What follows belongs to an exercise in optimizing a design on an open flow for small area, a short achievable clock period and few clock cycles per item; a production flow would make more cautious choices. RTL that was checked went through simulation tests only; none was proved equivalent to the original.

==> job 5980: inputs <==
## magma_enc
module magma_enc(
    input  clk,
    input  rst,
    input  start,
    input  [255:0] key,
    input  [63:0] block_in,
    output ready,
    output reg valid,
    output [31:0] data,
    output [31:0] data_out
);
==> module magma_enc, before the edit <==
module magma_enc(
    input  clk,
    input  rst,
    input  start,
    input  [255:0] key,
    input  [63:0] block_in,
    output ready,
    output reg valid,
    output [31:0] data,
    output [31:0] data_out
);
reg [3:0]  space[0:127];
initial begin
    $readmemh("table.hex", space);
end
reg [31:0] kr0, kr1, kr2, kr3, kr4, kr5, kr6, kr7;
reg [31:0] rk;
reg [31:0] a1, a0;
reg [4:0]  cnt;
reg        busy;
assign ready = !busy;
assign data_out = a0;
assign data     = a1;
wire [7:0]  gen, prop;
wire [31:0] t0, t1;
genvar n;
generate
    for (n = 0; n < 8; n = n + 1) begin : nib
        wire [4:0] s  = {1'b0, a0[4*n+3:4*n]} + {1'b0, rk[4*n+3:4*n]};
        wire [3:0] s1 = s[3:0] + 4'd1;
        assign gen[n]  = s[4];
        assign prop[n] = &s[3:0];
        assign t0[4*n+3:4*n] = space[{3'd7 - n[2:0], s[3:0]}];
        assign t1[4*n+3:4*n] = space[{3'd7 - n[2:0], s1}];
    end
endgenerate
wire [7:0] cin;
assign cin[0] = 1'b0;
generate
    for (n = 1; n < 8; n = n + 1) begin : cy
        assign cin[n] = gen[n-1] | (prop[n-1] & cin[n-1]);
    end
endgenerate
wire [31:0] sb;
generate
    for (n = 0; n < 8; n = n + 1) begin : sel
        assign sb[4*n+3:4*n] = cin[n] ? t1[4*n+3:4*n] : t0[4*n+3:4*n];
    end
endgenerate
wire [31:0] g = {sb[20:0], sb[31:21]};
reg [31:0] rk_next;
always @(*) begin
    if (cnt < 5'd23)
        rk_next = kr1;
    else
        case (cnt[1:0])
            2'd3: rk_next = kr0;    
            2'd0: rk_next = kr6;    
            2'd1: rk_next = kr4;    
            default: rk_next = kr2;  
        endcase
end
always @(posedge clk) begin
    if (!busy) begin
        kr0 <= key[255:224];
        kr1 <= key[223:192];
        kr2 <= key[191:160];
        kr3 <= key[159:128];
        kr4 <= key[127:96];
        kr5 <= key[95:64];
        kr6 <= key[63:32];
        kr7 <= key[31:0];
        rk  <= key[255:224];
        a1  <= block_in[63:32];
        a0  <= block_in[31:0];
        cnt <= 5'd0;
    end else begin
        kr0 <= kr1;
        kr1 <= kr2;
        kr2 <= kr3;
        kr3 <= kr4;
        kr4 <= kr5;
        kr5 <= kr6;
        kr6 <= kr7;
        kr7 <= kr0;
        rk  <= rk_next;
        a1  <= a0;
        a0  <= a1 ^ g;
        cnt <= cnt + 5'd1;
    end
end
always @(posedge clk) begin
    if (rst) begin
        busy  <= 1'b0;
        valid <= 1'b0;
    end else begin
        valid <= busy && (cnt == 5'd31);
        if (!busy)
            busy <= start;
        else if (cnt == 5'd31)
            busy <= 1'b0;
    end
end
endmodule
clock: 6.0 ns
lec_check: 0
cap_margin: 20
core_margin: 2
core_utilization: 40
place_density: 0.6
slew_margin: 20
run.sh (not shown) runs the stock make flow with config.mk's settings and CLKGATE_MAP_FILE= SYNTH_SCRIPT=/design/flow/synth_recipe.tcl, a recipe that flattens the netlist after the stock synthesis.
==> job 9460 (differences from job 5980) <==
--- a/flow/design.v
+++ b/flow/design.v
@@ -28,7 +28,19 @@
     for (n = 0; n < 8; n = n + 1) begin : nib
-        wire [4:0] s  = {1'b0, a0[4*n+3:4*n]} + {1'b0, rk[4*n+3:4*n]};
-        wire [3:0] s1 = s[3:0] + 4'd1;
-        assign gen[n]  = s[4];
-        assign prop[n] = &s[3:0];
-        assign t0[4*n+3:4*n] = space[{3'd7 - n[2:0], s[3:0]}];
+        wire [3:0] x = a0[4*n+3:4*n];
+        wire [3:0] k = rk[4*n+3:4*n];
+        wire [3:0] gg = x & k;
+        wire [3:0] tt = x | k;
+        wire [3:0] pp = x ^ k;
+        wire [3:0] s, s1;
+        assign s[0]  = pp[0];
+        assign s[1]  = pp[1] ^ gg[0];
+        assign s[2]  = pp[2] ^ (gg[1] | tt[1] & x[0] & k[0]);
+        assign s[3]  = pp[3] ^ (gg[2] | tt[2] & x[1] & k[1] | tt[2] & tt[1] & x[0] & k[0]);
+        assign s1[0] = ~pp[0];
+        assign s1[1] = pp[1] ^ tt[0];
+        assign s1[2] = pp[2] ^ (gg[1] | tt[1] & (x[0] | k[0]));
+        assign s1[3] = pp[3] ^ (gg[2] | tt[2] & x[1] & k[1] | tt[2] & tt[1] & (x[0] | k[0]));
+        assign gen[n]  = gg[3] | tt[3] & gg[2] | tt[3] & tt[2] & gg[1] | tt[3] & tt[2] & tt[1] & gg[0];
+        assign prop[n] = gg[3] | tt[3] & gg[2] | tt[3] & tt[2] & gg[1] | tt[3] & tt[2] & tt[1] & tt[0];
+        assign t0[4*n+3:4*n] = space[{3'd7 - n[2:0], s}];
         assign t1[4*n+3:4*n] = space[{3'd7 - n[2:0], s1}];
@@ -40,12 +52,25 @@
     for (n = 1; n < 8; n = n + 1) begin : cy
-        assign cin[n] = gen[n-1] | (prop[n-1] & cin[n-1]);
+        wire [n-1:0] term;
+        genvar j;
+        for (j = 0; j < n; j = j + 1) begin : tm
+            if (j == n - 1) begin : last
+                assign term[j] = gen[j];
+            end else begin : mid
+                assign term[j] = gen[j] & (&prop[n-1:j+1]);
+            end
+        end
+        assign cin[n] = |term;
     end
 endgenerate
-wire [31:0] sb;
+wire [31:0] a1r = {a1[10:0], a1[31:11]};
+wire [31:0] blr = {block_in[10:0], block_in[31:11]};
+wire [31:0] v0 = busy ? (a1r ^ t0) : blr;
+wire [31:0] v1 = busy ? (a1r ^ t1) : blr;
+wire [31:0] sbx;
 generate
     for (n = 0; n < 8; n = n + 1) begin : sel
-        assign sb[4*n+3:4*n] = cin[n] ? t1[4*n+3:4*n] : t0[4*n+3:4*n];
+        assign sbx[4*n+3:4*n] = cin[n] ? v1[4*n+3:4*n] : v0[4*n+3:4*n];
     end
 endgenerate
-wire [31:0] g = {sb[20:0], sb[31:21]};
+wire [31:0] a0_next = {sbx[20:0], sbx[31:21]};
 reg [31:0] rk_next;
@@ -74,3 +99,2 @@
         a1  <= block_in[63:32];
-        a0  <= block_in[31:0];
         cnt <= 5'd0;
@@ -87,5 +111,7 @@
         a1  <= a0;
-        a0  <= a1 ^ g;
         cnt <= cnt + 5'd1;
     end
+end
+always @(posedge clk) begin
+    a0 <= a0_next;
 end
==> flow/flow/run.sh (new file) <==
#!/bin/bash
cp standard.sh standard_sh.txt
export BUFFER_PORTS_ARGS="-buffer_cell sky130_fd_sc_hd__buf_1"
bash standard.sh > standard.log 2>&1
==> flow/standard.sh (new file) <==
#!/bin/bash
# synth_recipe.tcl (not shown) runs the flow's synth.tcl, then flattens the netlist and writes it again
# the make line also repeats each setting of config.mk as NAME=value (left out here)
make -C /OpenROAD-flow-scripts/flow DESIGN_CONFIG=/design/flow/config.mk WORK_HOME=/design/flow/orfs CLKGATE_MAP_FILE= SYNTH_SCRIPT=/design/flow/synth_recipe.tcl "${@:-finish}"
- CORE_UTILIZATION: 40 -> 55
- CTS_CLUSTER_DIAMETER: unset -> 100
- CTS_CLUSTER_SIZE: unset -> 24
- PLACE_DENSITY: 0.6 -> 0.7
- SETUP_SLACK_MARGIN: unset -> 3.2
removed: flow/run.sh
==> job 8451 (differences from job 5980) <==
--- a/flow/design.v
+++ b/flow/design.v
@@ -11,6 +11,4 @@
 );
-reg [3:0]  space[0:127];
-initial begin
-    $readmemh("table.hex", space);
-end
+localparam [511:0] SB0 = 512'h1f307d8e9b5a264cf0db74e1c5a93286069c471edaf2853bb9e35a076f4d128cc24be390d618a5f70e34187bac296fd573ad0b4fc19652e82bc96af43850de71;
+localparam [511:0] SB1 = 512'hc1f307d8e9b5a2646f0db74e1c5a9328b069c471edaf2853cb9e35a076f4d1287c24be390d618a5f50e34187bac296fd873ad0b4fc19652e12bc96af43850de7;
 reg [31:0] kr0, kr1, kr2, kr3, kr4, kr5, kr6, kr7;
@@ -28,8 +26,18 @@
     for (n = 0; n < 8; n = n + 1) begin : nib
-        wire [4:0] s  = {1'b0, a0[4*n+3:4*n]} + {1'b0, rk[4*n+3:4*n]};
-        wire [3:0] s1 = s[3:0] + 4'd1;
-        assign gen[n]  = s[4];
-        assign prop[n] = &s[3:0];
-        assign t0[4*n+3:4*n] = space[{3'd7 - n[2:0], s[3:0]}];
-        assign t1[4*n+3:4*n] = space[{3'd7 - n[2:0], s1}];
+        wire [3:0] x = a0[4*n+3:4*n];
+        wire [3:0] k = rk[4*n+3:4*n];
+        wire [3:0] gg = x & k;
+        wire [3:0] tt = x | k;
+        wire [3:0] pp = x ^ k;
+        wire [3:0] s;
+        assign s[0]  = pp[0];
+        assign s[1]  = pp[1] ^ gg[0];
+        assign s[2]  = pp[2] ^ (gg[1] | tt[1] & x[0] & k[0]);
+        assign s[3]  = pp[3] ^ (gg[2] | tt[2] & x[1] & k[1] | tt[2] & tt[1] & x[0] & k[0]);
+        assign gen[n]  = gg[3] | tt[3] & gg[2] | tt[3] & tt[2] & gg[1] | tt[3] & tt[2] & tt[1] & gg[0];
+        assign prop[n] = gg[3] | tt[3] & gg[2] | tt[3] & tt[2] & gg[1] | tt[3] & tt[2] & tt[1] & tt[0];
+        wire [63:0] row  = SB0[64*(7-n) +: 64];
+        wire [63:0] row1 = SB1[64*(7-n) +: 64];
+        assign t0[4*n+3:4*n] = row[4*s +: 4];
+        assign t1[4*n+3:4*n] = row1[4*s +: 4];
     end
@@ -40,12 +48,25 @@
     for (n = 1; n < 8; n = n + 1) begin : cy
-        assign cin[n] = gen[n-1] | (prop[n-1] & cin[n-1]);
+        wire [n-1:0] term;
+        genvar j;
+        for (j = 0; j < n; j = j + 1) begin : tm
+            if (j == n - 1) begin : last
+                assign term[j] = gen[j];
+            end else begin : mid
+                assign term[j] = gen[j] & (&prop[n-1:j+1]);
+            end
+        end
+        assign cin[n] = |term;
     end
 endgenerate
-wire [31:0] sb;
+wire [31:0] a1r = {a1[10:0], a1[31:11]};
+wire [31:0] blr = {block_in[10:0], block_in[31:11]};
+wire [31:0] v0 = busy ? (a1r ^ t0) : blr;
+wire [31:0] v1 = busy ? (a1r ^ t1) : blr;
+wire [31:0] sbx;
 generate
     for (n = 0; n < 8; n = n + 1) begin : sel
-        assign sb[4*n+3:4*n] = cin[n] ? t1[4*n+3:4*n] : t0[4*n+3:4*n];
+        assign sbx[4*n+3:4*n] = cin[n] ? v1[4*n+3:4*n] : v0[4*n+3:4*n];
     end
 endgenerate
-wire [31:0] g = {sb[20:0], sb[31:21]};
+wire [31:0] a0_next = {sbx[20:0], sbx[31:21]};
 reg [31:0] rk_next;
@@ -74,3 +95,2 @@
         a1  <= block_in[63:32];
-        a0  <= block_in[31:0];
         cnt <= 5'd0;
@@ -87,5 +107,7 @@
         a1  <= a0;
-        a0  <= a1 ^ g;
         cnt <= cnt + 5'd1;
     end
+end
+always @(posedge clk) begin
+    a0 <= a0_next;
 end
==> flow/flow/run.sh (new file) <==
#!/bin/bash
cp standard.sh standard_sh.txt
export BUFFER_PORTS_ARGS="-buffer_cell sky130_fd_sc_hd__buf_1"
bash standard.sh > standard.log 2>&1
==> flow/standard.sh (new file) <==
#!/bin/bash
# synth_recipe.tcl (not shown) runs the flow's synth.tcl, then flattens the netlist and writes it again
# the make line also repeats each setting of config.mk as NAME=value (left out here)
make -C /OpenROAD-flow-scripts/flow DESIGN_CONFIG=/design/flow/config.mk WORK_HOME=/design/flow/orfs CLKGATE_MAP_FILE= SYNTH_SCRIPT=/design/flow/synth_recipe.tcl "${@:-finish}"
- ABC_AREA: unset -> 1
- CORE_UTILIZATION: 40 -> 55
- CTS_CLUSTER_DIAMETER: unset -> 100
- CTS_CLUSTER_SIZE: unset -> 24
- PLACE_DENSITY: 0.6 -> 0.7
- SETUP_SLACK_MARGIN: unset -> 3.65
removed: flow/table.hex
removed: flow/run.sh
==> job 141 (differences from job 5980) <==
--- a/flow/design.v
+++ b/flow/design.v
@@ -23,4 +23,4 @@
 assign data     = a1;
-wire [7:0]  gen, prop;
-wire [31:0] t0, t1;
+wire [31:0] sum = a0 + rk;
+wire [31:0] sb;
 genvar n;
@@ -28,21 +28,3 @@
     for (n = 0; n < 8; n = n + 1) begin : nib
-        wire [4:0] s  = {1'b0, a0[4*n+3:4*n]} + {1'b0, rk[4*n+3:4*n]};
-        wire [3:0] s1 = s[3:0] + 4'd1;
-        assign gen[n]  = s[4];
-        assign prop[n] = &s[3:0];
-        assign t0[4*n+3:4*n] = space[{3'd7 - n[2:0], s[3:0]}];
-        assign t1[4*n+3:4*n] = space[{3'd7 - n[2:0], s1}];
-    end
-endgenerate
-wire [7:0] cin;
-assign cin[0] = 1'b0;
-generate
-    for (n = 1; n < 8; n = n + 1) begin : cy
-        assign cin[n] = gen[n-1] | (prop[n-1] & cin[n-1]);
-    end
-endgenerate
-wire [31:0] sb;
-generate
-    for (n = 0; n < 8; n = n + 1) begin : sel
-        assign sb[4*n+3:4*n] = cin[n] ? t1[4*n+3:4*n] : t0[4*n+3:4*n];
+        assign sb[4*n+3:4*n] = space[{3'd7 - n[2:0], sum[4*n+3:4*n]}];
     end
==> flow/flow/run.sh (new file) <==
#!/bin/bash
cp standard.sh standard_sh.txt
export BUFFER_PORTS_ARGS="-buffer_cell sky130_fd_sc_hd__buf_1"
bash standard.sh > standard.log 2>&1
==> flow/standard.sh (new file) <==
#!/bin/bash
# synth_recipe.tcl (not shown) runs the flow's synth.tcl, then flattens the netlist and writes it again
# the make line also repeats each setting of config.mk as NAME=value (left out here)
make -C /OpenROAD-flow-scripts/flow DESIGN_CONFIG=/design/flow/config.mk WORK_HOME=/design/flow/orfs CLKGATE_MAP_FILE= SYNTH_SCRIPT=/design/flow/synth_recipe.tcl "${@:-finish}"
- SETUP_SLACK_MARGIN: unset -> 3.5
removed: flow/run.sh
==> comparison table <==
|  | job 5980 | job 141 | job 9460 | job 8451 |
|---|---|---|---|---|
| Post-synthesis mux area share | 23.6% | 23.8% | 24.9% | 0% |
| Run status | finished clean | finished clean | finished clean | finished clean |
| Post-route worst setup slack | 2.00 ns | 2.69 ns | 3.27 ns | 3.64 ns |
| Launch point of the worst reg-to-reg path | a0[12]$_DFF_P_ | a0[0]$_DFF_P_ | a0[20]$_DFF_P_ | cnt[0]$_SDFF_PN0_ |
| Depth of the most critical reg-to-reg path | 11 | 15 | 9 | 9 |
| Fraction of area in multi-input gates | 41.6% | 45.6% | 49.3% | 48.1% |
| Sequential cell area | 7190 um2 | 7230 um2 | 7230 um2 | 7260 um2 |
| Global-route wire length before repair | 78000 um | 70200 um | 70600 um | 85600 um |
| Tapcells | 546 | 525 | 442 | 442 |
| Non-clock buffer count in the final layout | 399 | 464 | 425 | 417 |
| Number of multi-input combinational cells | 1119 | 1012 | 1106 | 2089 |
| Final Non-Filler Cells | 2547 | 2469 | 2499 | 3530 |
| Area of the die | 44700 um2 | 41400 um2 | 34000 um2 | 34600 um2 |
| Switching Share | 41.0% | 39.3% | 40.9% | 46.4% |
Testbench counts of job 9460, summed over its fixed seeds: cycles 25,344, items 768.
Testbench counts of job 8451, summed over its fixed seeds: cycles 25,344, items 768.
For job 5980 and job 141, only the layout was checked, not whether the RTL still works.

-- static timing again, ports no longer ideal --
Ports are ideal in the flow. The routed layouts listed here were re-timed in OpenROAD. Step 1 (the two cells are an assumption about what drives the block):
set clk [get_ports {clk}]
set_driving_cell -lib_cell sky130_fd_sc_hd__clkbuf_16 $clk
set_driving_cell -lib_cell sky130_fd_sc_hd__buf_2 [delete_from_list [all_inputs] $clk]
Step 2 times the ports against the registers' clock, not the clock port: input delays grow and output delays shrink by t, the midpoint of the rising clock arrivals with the driver on. Slacks: no drivers / after step 1 / after step 2; pairs: no drivers / after step 1.
| run | t (ns) | setup slack, ns | clock arrival spread, ns | slew at the worst register clock pin (ns) |
|---|---|---|---|---|
| job 5980 | 0.611 | 1.999 / 1.999 / 1.999 | 0.013 / 0.013 | 0.06 / 0.06 |
| job 9460 | 0.583 | 3.273 / 3.273 / 3.273 | 0.018 / 0.018 | 0.10 / 0.10 |
| job 8451 | 0.577 | 3.638 / 3.584 / 3.735 | 0.019 / 0.019 | 0.10 / 0.10 |
| job 141 | 0.611 | 2.687 / 2.687 / 2.687 | 0.028 / 0.028 | 0.07 / 0.07 |
After both steps every run listed still meets setup and hold.
